This is an optimization exercise on Yosys and OpenROAD, whose aim is small area and a short achievable clock period, not a production implementation. In this exercise RTL edits were held to simulation tests only and were not proved equivalent to the original. Power figures rest on the tool's default switching activity, not on a simulated workload.

// IOTDF
module IOTDF( clk, rst, in_en, iot_in, fn_sel, busy, valid, iot_out);
==> module IOTDF, before the edit <==
module IOTDF( clk, rst, in_en, iot_in, fn_sel, busy, valid, iot_out);
input        clk;
input        rst;
input        in_en;
input  [7:0] iot_in;
input  [2:0] fn_sel;
output     busy;
output reg valid;
output reg [127:0] iot_out;
parameter GRAY2BIN = 3'b001;
parameter FIR      = 3'b010;
assign busy = 1'b0;
reg [9:0] counter;
reg       e2;
reg [7:0] r1, r2, r3;
reg       par;
reg [127:0] fir_q;
wire       acc  = in_en;                              
wire       wrap = (counter[9:6] == 4'b1111);          
wire [3:0] lo   = counter[3:0];                       
wire       e1   = (lo == 4'd0) && (counter[9:4] != 6'd0);
always @(posedge clk or posedge rst) begin
    if (rst) begin
        counter <= 10'd0;
        e2      <= 1'b0;
        valid   <= 1'b0;
    end else if (acc) begin
        counter <= wrap ? 10'd0 : counter + 10'd1;
        e2      <= e1;
        valid   <= ((fn_sel == GRAY2BIN) && e1) || ((fn_sel == FIR) && e2);
    end
end
function [7:0] g2b;
    input [7:0] g;
    input       p;
    integer i;
    begin
        g2b[7] = p ^ g[7];
        for (i = 6; i >= 0; i = i - 1)
            g2b[i] = g2b[i+1] ^ g[i];
    end
endfunction
function [7:0] fir;
    input [7:0] a, b, c;
    reg [11:0] s;
    begin
        s = {a, 2'b00} + a + {b, 3'b000} + b + {c, 1'b0} + 12'd8;
        fir = s[11:4];
    end
endfunction
wire [7:0] fb = (lo == 4'd1) ? 8'd0 : r2;
wire [7:0] fc = (lo == 4'd1 || lo == 4'd2) ? 8'd0 : r3;
always @(posedge clk) begin
    if (acc) begin
        r1    <= iot_in;
        r2    <= r1;
        r3    <= r2;
        par   <= ((lo == 4'd1) ? 1'b0 : par) ^ (^r1);
        fir_q <= {fir_q[119:0], fir(r1, fb, fc)};
    end
end
wire [7:0] conv_r1 = g2b(r1, par);
wire [7:0] conv_r2 = g2b(r2, 1'b0);
genvar k;
generate
    for (k = 0; k < 16; k = k + 1) begin : lane
        wire       w  = (k == 0)  ? (lo == 4'd2) :
                        (k == 15) ? e1 :
                                    (lo == k + 1);
        wire [7:0] cv = (k == 0) ? conv_r2 : conv_r1;
        always @(posedge clk) begin
            if (acc) begin
                if (e2)
                    iot_out[127-8*k -: 8] <= fir_q[127-8*k -: 8];
                else if (w)
                    iot_out[127-8*k -: 8] <= cv;
            end
        end
    end
endgenerate
endmodule
Settings: LEC_CHECK=0, CAP_MARGIN=20, CORE_MARGIN=2, CORE_UTILIZATION=40, PLACE_DENSITY=0.6, SLEW_MARGIN=20; clock period 10.0 ns.
run.sh (not shown) runs the stock make flow with config.mk's settings and CLKGATE_MAP_FILE= SYNTH_SCRIPT=/design/flow/synth_recipe.tcl, a recipe that flattens the netlist after the stock synthesis.
Change:
--- a/flow/design.v
+++ b/flow/design.v
@@ -14,8 +14,8 @@
 reg [9:0] counter;
 reg       e2;
-reg [7:0] r1, r2, r3;
+reg [7:0] r1, r2;
 reg       par;
+reg [11:0] part;
 reg [127:0] fir_q;
-wire       acc  = in_en;                              
 wire       wrap = (counter[9:6] == 4'b1111);          
 wire [3:0] lo   = counter[3:0];                       
@@ -26,5 +26,5 @@
         e2      <= 1'b0;
         valid   <= 1'b0;
-    end else if (acc) begin
+    end else if (in_en) begin
         counter <= wrap ? 10'd0 : counter + 10'd1;
         e2      <= e1;
@@ -42,21 +42,16 @@
     end
 endfunction
-function [7:0] fir;
-    input [7:0] a, b, c;
-    reg [11:0] s;
-    begin
-        s = {a, 2'b00} + a + {b, 3'b000} + b + {c, 1'b0} + 12'd8;
-        fir = s[11:4];
-    end
-endfunction
-wire [7:0] fb = (lo == 4'd1) ? 8'd0 : r2;
-wire [7:0] fc = (lo == 4'd1 || lo == 4'd2) ? 8'd0 : r3;
+wire [7:0]  pc       = (lo == 4'd1) ? 8'd0 : r2;
+wire [11:0] part_nxt = (lo == 4'd0) ? 12'd8 :
+                       ({1'b0, r1, 3'b000} + {4'b0, r1} + {3'b0, pc, 1'b0} + 12'd8);
+wire [11:0] fsum     = {2'b0, r1, 2'b00} + {4'b0, r1} + part;
+wire [7:0]  fir_nxt  = fsum[11:4];
 always @(posedge clk) begin
-    if (acc) begin
+    if (in_en) begin
         r1    <= iot_in;
         r2    <= r1;
-        r3    <= r2;
         par   <= ((lo == 4'd1) ? 1'b0 : par) ^ (^r1);
-        fir_q <= {fir_q[119:0], fir(r1, fb, fc)};
+        part  <= part_nxt;
+        fir_q <= {fir_q[119:0], fir_nxt};
     end
 end
@@ -71,10 +66,6 @@
         wire [7:0] cv = (k == 0) ? conv_r2 : conv_r1;
         always @(posedge clk) begin
-            if (acc) begin
-                if (e2)
-                    iot_out[127-8*k -: 8] <= fir_q[127-8*k -: 8];
-                else if (w)
-                    iot_out[127-8*k -: 8] <= cv;
-            end
+            if (in_en && (e2 || w))
+                iot_out[127-8*k -: 8] <= e2 ? fir_q[127-8*k -: 8] : cv;
         end
     end
Effect:
- The new run passed the timing, design-rule and antenna checks
- worst setup slack improves by 1000 ps
- area after synthesis rises slightly
- power falls slightly
- via count rises by a few percent
- register-to-register slack improves by 1000 ps
- sequential power hardly moves
- critical path depth rises by 2

[what the ideal ports hide]
How much do the figures lean on ideal ports? The routed layouts below were timed once more, with nothing changed but the port constraints.
Step 1 (the two cells are an assumption about what drives the block):
set clk [get_ports {clk}]
set_driving_cell -lib_cell sky130_fd_sc_hd__clkbuf_16 $clk
set_driving_cell -lib_cell sky130_fd_sc_hd__buf_2 [delete_from_list [all_inputs] $clk]
Step 2 also shifts input and output timing later by t, the mid clock arrival at the registers, as if the neighbouring blocks saw the same clock.
Three values: ideal, step 1, step 2; two values: the first two.
| run | shift t [ns] | setup WS [ns] | hold WS [ns] | cell pins on the clock port's net |
|---|---|---|---|---|
| the first run | 0.603 | 5.146 / 5.146 / 5.146 | 0.439 / 0.439 / 0.439 | 1 |
| the second run | 0.589 | 6.189 / 6.189 / 5.671 | 0.432 / 0.432 / 0.432 | 1 |
After both steps setup and hold are still met in every run listed. The setup slack of the second run, which loses most, moves by 0.000 ns with the drivers and by -0.518 ns with both steps.
